What follows belongs to an exercise in optimizing a design on an open flow for small area and a short achievable clock period; a production flow would make more cautious choices. In this exercise RTL edits were held to simulation tests only and were not proved equivalent to the original. Power figures rest on the tool's default switching activity, not on a simulated workload.

==> flow/design.v <==
module alu(A,B,op_dec,ans_ex,data_in,flag_prv,ans_tmp,flag_ex);
input [15:0] A,B,ans_ex,data_in;
input [5:0] op_dec;
input [1:0] flag_prv;
output [15:0] ans_tmp;
output [1:0] flag_ex;
wire alu_op = (op_dec[5:4]==2'b00);
wire c_add = alu_op & (op_dec[2:1]==2'b00);           
wire sub   = op_dec[0];
wire c_ldst= (op_dec[5:1]==5'b01010);                  
wire c_in  = (op_dec==6'b010110);
wire c_jc  = (op_dec[5:2]==4'b0111);
wire c_hold= (op_dec[5:1]==5'b01000) | (op_dec==6'b010111) | (op_dec==6'b011000) | c_jc;
wire c_sll = (op_dec==6'b011001);
wire c_srx = (op_dec[5:1]==5'b01101);
wire c_sra = (op_dec==6'b011011);
reg [3:0] t;
always @* begin
  t = 4'b0000;
  if (alu_op)
    case (op_dec[2:0])
      3'b010: t = 4'b1010;    
      3'b100: t = 4'b1000;    
      3'b101: t = 4'b1110;    
      3'b110: t = 4'b0110;    
      3'b111: t = 4'b0101;    
      default: t = 4'b0000;
    endcase
  else if (c_ldst) t = 4'b1100;  
end
wire [15:0] lu;
genvar i;
generate for (i=0; i<16; i=i+1) begin : g_lu
  assign lu[i] = B[i] ? (A[i] ? t[3] : t[1]) : (A[i] ? t[2] : t[0]);
end endgenerate
wire [15:0] Bx = sub ? ~B : B;
wire [15:0] lo = {1'b0,A[14:0]} + {1'b0,Bx[14:0]} + {15'b0,sub};
wire c15 = lo[15];
wire [15:0] x = {A[15]^Bx[15]^c15, lo[14:0]};
wire b_lo0 = (B[14:0]==15'b0);
wire v1 = (sub & b_lo0) ? (A[15] & B[15]) : ((A[15] ~^ Bx[15]) & (c15 ^ A[15]));
function [15:0] rev16(input [15:0] v);
  integer j;
  begin for (j=0; j<16; j=j+1) rev16[j] = v[15-j]; end
endfunction
wire [15:0] sh_in = c_sll ? rev16(A) : A;
wire fill = c_sra & A[15];
wire [31:0] sh_ext = {{16{fill}}, sh_in};
wire [15:0] sh_out = sh_ext >> B[3:0];
assign ans_tmp =
    ({16{c_add}} & x) |
    lu |
    ({16{c_in}} & data_in) |
    ({16{c_hold}} & ans_ex) |
    ({16{c_sll}} & rev16(sh_out)) |
    ({16{c_srx}} & sh_out);
wire [15:0] axb = A ^ B;
wire [15:0] aob = A | B;
wire [15:0] ones = 16'hffff;
wire [15:0] mask = c_sll ? (ones >> B[3:0]) : (ones << B[3:0]);
wire [15:0] nz = ({16{c_add}} & (axb ^ ({aob[14:0],1'b0} & {16{~sub}}))) |
                 lu |
                 ({16{c_sll|c_srx}} & A & mask) |
                 ({16{c_in}} & data_in) |
                 ({16{c_hold}} & ans_ex);
assign flag_ex[1] = ~|nz | (c_jc & flag_prv[1]);
assign flag_ex[0] = c_add ? v1 : (c_jc & flag_prv[0]);
endmodule
module rf_ao3(d,s,y);
input [2:0] d,s;
output y;
assign y = ~|(d & s);
endmodule
module rf_read(d,s,y);
input [511:0] d;
input [31:0] s;
output [15:0] y;
genvar b,g;
generate for (b=0; b<16; b=b+1) begin : g_bit
  wire [10:0] t;
  for (g=0; g<11; g=g+1) begin : g_grp
    wire [2:0] dd, ss;
    if (g<10) begin : g_3
      assign dd = {d[16*(3*g+2)+b], d[16*(3*g+1)+b], d[16*(3*g)+b]};
      assign ss = s[3*g+2:3*g];
    end else begin : g_2
      assign dd = {1'b0, d[16*31+b], d[16*30+b]};
      assign ss = {1'b0, s[31:30]};
    end
    rf_ao3 u(.d(dd),.s(ss),.y(t[g]));
  end
  assign y[b] = ~&t;
end endgenerate
endmodule
module rf_row(d,q,we,wen,y);
input [15:0] d,q;
input we,wen;
output [15:0] y;
assign y = ({16{we}} & d) | ({16{wen}} & q);
endmodule
module mips_16bit(ins,A,B,Current_Address,ans_ex,ans_dm,ans_wb,mux_sel_A,mux_sel_B,imm_sel,data_out,data_in,interrupt,clk,reset,
                  pm_data,dm_en,dm_we,dm_wdata,dm_rdata);
output [31:0] ins;
output [15:0] A,B,data_out,Current_Address,ans_ex,ans_dm,ans_wb;
output [1:0] mux_sel_A,mux_sel_B;
output imm_sel;
input [15:0] data_in;
input clk,interrupt,reset;
input [31:0] pm_data;
output dm_en,dm_we;
output [15:0] dm_wdata;
input [15:0] dm_rdata;
reg [15:0] hold;           
reg        rst1;           
reg [31:0] ins_prv;
reg        stall_pm;
reg        ld1,jp,jp1;
reg [5:0]  op_dec;
reg        imm_sel_r;
reg [1:0]  sel_a,sel_b;
reg [4:0]  dest_ex,dest_mem,rw_dm;
reg        ld_ex,st_ex,ld_mem,en_mem,we_mem,msel;
reg [15:0] AR,BR;          
reg [15:0] ans_ex_r,ex_out,ans_wb_r,data_out_r,dm_data;
reg [1:0]  flag_prv,flag2;
reg        int1,int2;
reg [15:0] nap_r;          
reg [15:0] rf [0:31];
wire [31:0] ins_w = reset ? (stall_pm ? ins_prv : pm_data) : 32'b0;
assign ins = ins_w;
wire [5:0] op = ins_w[31:26];
wire [4:0] rd = ins_w[25:21];
wire [4:0] ra = ins_w[20:16];
wire [4:0] rb = ins_w[15:11];
wire is_hlt  = (op==6'b010001);
wire is_ld   = (op==6'b010100);
wire is_st   = (op==6'b010101);
wire is_jc   = (op[5:2]==4'b0111);
wire is_jmp  = (op==6'b011000);
wire is_ret  = (op==6'b010000);
wire ld_first= is_ld & ~ld1;
wire jump    = is_jc & ~jp1;
wire stall   = is_hlt | jump | ld_first;
wire writes = (op[5:4]==2'b00) | ld_first | (op==6'b010110) |
              (op==6'b011001) | (op==6'b011010) | (op==6'b011011);
wire [4:0] dest = writes ? rd : 5'b0;
wire [1:0] fwd_a = (ra==dest_ex && !ld_ex) ? 2'b01 : (ra==dest_mem) ? 2'b10 : (ra==rw_dm) ? 2'b11 : 2'b00;
wire [1:0] fwd_b = (rb==dest_ex && !ld_ex) ? 2'b01 : (rb==dest_mem) ? 2'b10 : (rb==rw_dm) ? 2'b11 : 2'b00;
wire imm_sel_d = (op[5:3]==3'b001);
wire [31:0] ra_oh, rb_oh, rw_oh;
genvar gi;
generate for (gi=0; gi<32; gi=gi+1) begin : g_dec
  assign ra_oh[gi] = (ra==gi);
  assign rb_oh[gi] = (rb==gi);
  assign rw_oh[gi] = (rw_dm==gi);
end endgenerate
wire [511:0] rf_flat;
wire [15:0] rf_nxt [0:31];
wire [15:0] ans_dm_w = msel ? dm_rdata : ex_out;
generate for (gi=0; gi<32; gi=gi+1) begin : g_row
  assign rf_flat[16*gi +: 16] = rf[gi];
  rf_row u_row(.d(ans_dm_w),.q(rf[gi]),.we(rw_oh[gi]),.wen(~rw_oh[gi]),.y(rf_nxt[gi]));
end endgenerate
wire [15:0] rd_a, rd_b;
rf_read u_rda(.d(rf_flat),.s(ra_oh),.y(rd_a));
rf_read u_rdb(.d(rf_flat),.s(rb_oh),.y(rd_b));
integer k;
always @(posedge clk) begin
  for (k=0; k<32; k=k+1)
    rf[k] <= rf_nxt[k];
  AR <= rd_a;
  BR <= imm_sel_d ? ins_w[15:0] : rd_b;
end
wire a_dm = (sel_a==2'b10) & msel;
wire b_dm = (sel_b==2'b10) & msel & ~imm_sel_r;
wire [15:0] A_e = (sel_a==2'b00) ? AR : (sel_a==2'b01) ? ans_ex_r : (sel_a==2'b10) ? ex_out : ans_wb_r;
wire [15:0] B_e = (imm_sel_r | sel_b==2'b00) ? BR : (sel_b==2'b01) ? ans_ex_r : (sel_b==2'b10) ? ex_out : ans_wb_r;
wire [15:0] Aw = a_dm ? dm_rdata : A_e;
wire [15:0] Bw = b_dm ? dm_rdata : B_e;
assign A = Aw;
assign B = Bw;
wire [15:0] ans_tmp;
wire [1:0] flag_ex;
alu u_alu(.A(Aw),.B(Bw),.op_dec(op_dec),.ans_ex(ans_ex_r),.data_in(data_in),.flag_prv(flag_prv),.ans_tmp(ans_tmp),.flag_ex(flag_ex));
wire [15:0] hold_inc = hold + 16'd1;
wire [15:0] caj = (stall | rst1) ? hold : hold_inc;
wire [15:0] nap_w = int1 ? hold_inc : nap_r;
wire [15:0] jmp_loc = is_ret ? nap_w : (int1 ? 16'hf000 : ins_w[15:0]);
wire [1:0] ffin = is_ret ? flag2 : flag_ex;
wire base_j = is_jmp | int1;
wire fsel = op[1] ? ffin[1] : ffin[0];
wire cond_j = is_jc & (fsel ^ op[0]);
wire [15:0] ca_t = reset ? jmp_loc : 16'b0;
wire [15:0] ca_n = reset ? (base_j ? jmp_loc : caj) : 16'b0;
assign Current_Address = cond_j ? ca_t : ca_n;
always @(posedge clk) begin
  ins_prv   <= ins_w;
  stall_pm  <= stall;
  ld1       <= ld_first;
  jp        <= jump;
  op_dec    <= op;
  imm_sel_r <= imm_sel_d;
  dest_ex   <= dest;
  ld_ex     <= ld_first;
  st_ex     <= is_st;
  dm_data   <= Bw;
  if (!reset) begin
    hold <= 16'b0; rst1 <= 1'b1; jp1 <= 1'b0;
    sel_a <= 2'b0; sel_b <= 2'b0;
    dest_mem <= 5'b0; rw_dm <= 5'b0;
    ld_mem <= 1'b0; en_mem <= 1'b0; we_mem <= 1'b0; msel <= 1'b0;
    ans_ex_r <= 16'b0; ex_out <= 16'b0; ans_wb_r <= 16'b0; data_out_r <= 16'b0;
    flag_prv <= 2'b0; flag2 <= 2'b0; int1 <= 1'b0; int2 <= 1'b0; nap_r <= 16'b0;
  end else begin
    hold <= Current_Address; rst1 <= 1'b0; jp1 <= jp;
    sel_a <= fwd_a; sel_b <= fwd_b;
    dest_mem <= dest_ex; rw_dm <= dest_mem;
    ld_mem <= ld_ex; en_mem <= ld_ex | st_ex; we_mem <= st_ex; msel <= ld_mem;
    ans_ex_r <= ans_tmp; ex_out <= ans_ex_r; ans_wb_r <= ans_dm_w;
    if (op_dec==6'b010111) data_out_r <= Aw;
    flag_prv <= flag_ex;
    if (int2) flag2 <= flag_ex;
    int1 <= interrupt; int2 <= int1;
    nap_r <= nap_w;
  end
end
assign mux_sel_A = sel_a;
assign mux_sel_B = sel_b;
assign imm_sel = imm_sel_r;
assign ans_ex = ans_ex_r;
assign ans_dm = ans_dm_w;
assign ans_wb = ans_wb_r;
assign data_out = data_out_r;
assign dm_en = en_mem;
assign dm_we = we_mem;
assign dm_wdata = dm_data;
endmodule
clock: 11.5 ns
lec_check: 0
cap_margin: 20
core_margin: 2
core_utilization: 40
cts_cluster_diameter: 80
cts_cluster_size: 20
setup_slack_margin: 3.0
slew_margin: 20
synth_hierarchical: 1
buffer_ports_args: -buffer_cell sky130_fd_sc_hd__buf_1
standard.sh (not shown) runs the stock make flow with config.mk's settings and CLKGATE_MAP_FILE= SYNTH_SCRIPT=/design/flow/synth_recipe.tcl, a recipe that flattens the netlist after the stock synthesis.
==> flow/flow/run.sh <==
#!/bin/bash
set -euo pipefail
echo 'export BUFFER_PORTS_ARGS = -buffer_cell sky130_fd_sc_hd__buf_1' >> config.mk
bash standard.sh > standard_flow.log 2>&1
Next try:
--- a/flow/design.v
+++ b/flow/design.v
@@ -71,6 +71,11 @@
 output y;
 assign y = ~|(d & s);
 endmodule
+module rf_ao2(d,s,y);
+input [1:0] d,s;
+output y;
+assign y = ~|(d & s);
+endmodule
 module rf_read(d,s,y);
 input [511:0] d;
 input [31:0] s;
@@ -78,25 +83,24 @@
 genvar b,g;
 generate for (b=0; b<16; b=b+1) begin : g_bit
   wire [10:0] t;
-  for (g=0; g<11; g=g+1) begin : g_grp
-    wire [2:0] dd, ss;
-    if (g<10) begin : g_3
-      assign dd = {d[16*(3*g+2)+b], d[16*(3*g+1)+b], d[16*(3*g)+b]};
-      assign ss = s[3*g+2:3*g];
-    end else begin : g_2
-      assign dd = {1'b0, d[16*31+b], d[16*30+b]};
-      assign ss = {1'b0, s[31:30]};
-    end
-    rf_ao3 u(.d(dd),.s(ss),.y(t[g]));
+  for (g=0; g<10; g=g+1) begin : g_grp
+    rf_ao3 u(.d({d[16*(3*g+2)+b], d[16*(3*g+1)+b], d[16*(3*g)+b]}),
+             .s(s[3*g+2:3*g]),.y(t[g]));
   end
+  rf_ao2 u2(.d({d[16*31+b], d[16*30+b]}),.s(s[31:30]),.y(t[10]));
   assign y[b] = ~&t;
 end endgenerate
 endmodule
-module rf_row(d,q,we,wen,y);
-input [15:0] d,q;
-input we,wen;
+module rf_bit(d,q,we,wen,y);
+input d,q,we,wen;
+output y;
+assign y = (we & d) | (wen & q);
+endmodule
+module opsel(dm,e,sel,y);
+input [15:0] dm,e;
+input sel;
 output [15:0] y;
-assign y = ({16{we}} & d) | ({16{wen}} & q);
+assign y = sel ? dm : e;
 endmodule
 module mips_16bit(ins,A,B,Current_Address,ans_ex,ans_dm,ans_wb,mux_sel_A,mux_sel_B,imm_sel,data_out,data_in,interrupt,clk,reset,
                   pm_data,dm_en,dm_we,dm_wdata,dm_rdata);
@@ -148,7 +152,7 @@
 wire [1:0] fwd_b = (rb==dest_ex && !ld_ex) ? 2'b01 : (rb==dest_mem) ? 2'b10 : (rb==rw_dm) ? 2'b11 : 2'b00;
 wire imm_sel_d = (op[5:3]==3'b001);
 wire [31:0] ra_oh, rb_oh, rw_oh;
-genvar gi;
+genvar gi, gb;
 generate for (gi=0; gi<32; gi=gi+1) begin : g_dec
   assign ra_oh[gi] = (ra==gi);
   assign rb_oh[gi] = (rb==gi);
@@ -159,7 +163,9 @@
 wire [15:0] ans_dm_w = msel ? dm_rdata : ex_out;
 generate for (gi=0; gi<32; gi=gi+1) begin : g_row
   assign rf_flat[16*gi +: 16] = rf[gi];
-  rf_row u_row(.d(ans_dm_w),.q(rf[gi]),.we(rw_oh[gi]),.wen(~rw_oh[gi]),.y(rf_nxt[gi]));
+  for (gb=0; gb<16; gb=gb+1) begin : g_b
+    rf_bit u_bit(.d(ans_dm_w[gb]),.q(rf[gi][gb]),.we(rw_oh[gi]),.wen(~rw_oh[gi]),.y(rf_nxt[gi][gb]));
+  end
 end endgenerate
 wire [15:0] rd_a, rd_b;
 rf_read u_rda(.d(rf_flat),.s(ra_oh),.y(rd_a));
@@ -175,8 +181,9 @@
 wire b_dm = (sel_b==2'b10) & msel & ~imm_sel_r;
 wire [15:0] A_e = (sel_a==2'b00) ? AR : (sel_a==2'b01) ? ans_ex_r : (sel_a==2'b10) ? ex_out : ans_wb_r;
 wire [15:0] B_e = (imm_sel_r | sel_b==2'b00) ? BR : (sel_b==2'b01) ? ans_ex_r : (sel_b==2'b10) ? ex_out : ans_wb_r;
-wire [15:0] Aw = a_dm ? dm_rdata : A_e;
-wire [15:0] Bw = b_dm ? dm_rdata : B_e;
+wire [15:0] Aw, Bw;
+opsel u_opa(.dm(dm_rdata),.e(A_e),.sel(a_dm),.y(Aw));
+opsel u_opb(.dm(dm_rdata),.e(B_e),.sel(b_dm),.y(Bw));
 assign A = Aw;
 assign B = Bw;
 wire [15:0] ans_tmp;
The new run ran to the end with no violations.
Final area climbs by 0.72%.
Sequential share of layout area goes down by 0.27 points.
Global-route usage came out higher by 0.27 points.
Utilization grows by 2.0 points.
First-iteration DRC count is lower by 5.1%.
Maximum frequency rose by 0.41%.
Count of clock-buffer cells in the layout falls by 1.
Register-to-register slack is better by 60 ps.
Setup slack is better by 35 ps.
Via count went down by 0.55%.
Power shrinks by 12%.

==> what the ideal ports hide <==
No port has a modelled driver above. Below, the same layouts with a new extraction and two added sets of constraints. Step 1 (the two cells are an assumption about what drives the block):
set clk [get_ports {clk}]
set_driving_cell -lib_cell sky130_fd_sc_hd__clkbuf_16 $clk
set_driving_cell -lib_cell sky130_fd_sc_hd__buf_2 [delete_from_list [all_inputs] $clk]
Step 2 times the ports against the registers' clock, not the clock port: input delays grow and output delays shrink by t, the midpoint of the rising clock arrivals with the driver on. Three values: ideal, step 1, step 2; two values: the first two.
| run | shift t [ns] | setup slack, ns | latest minus earliest clock arrival (ns) | worst data-port slew with drivers (ns) | cell pins on the clock port's net |
|---|---|---|---|---|---|
| the first run | 0.703 | 3.036 / 2.973 / 2.973 | 0.063 / 0.062 | 0.16 | 1 |
| the second run | 0.689 | 3.070 / 3.005 / 3.005 | 0.042 / 0.042 | 0.12 | 1 |
After both steps every run listed still meets setup and hold. The setup slack of the second run, which loses most, moves by -0.065 ns with the drivers and by -0.065 ns with both steps.
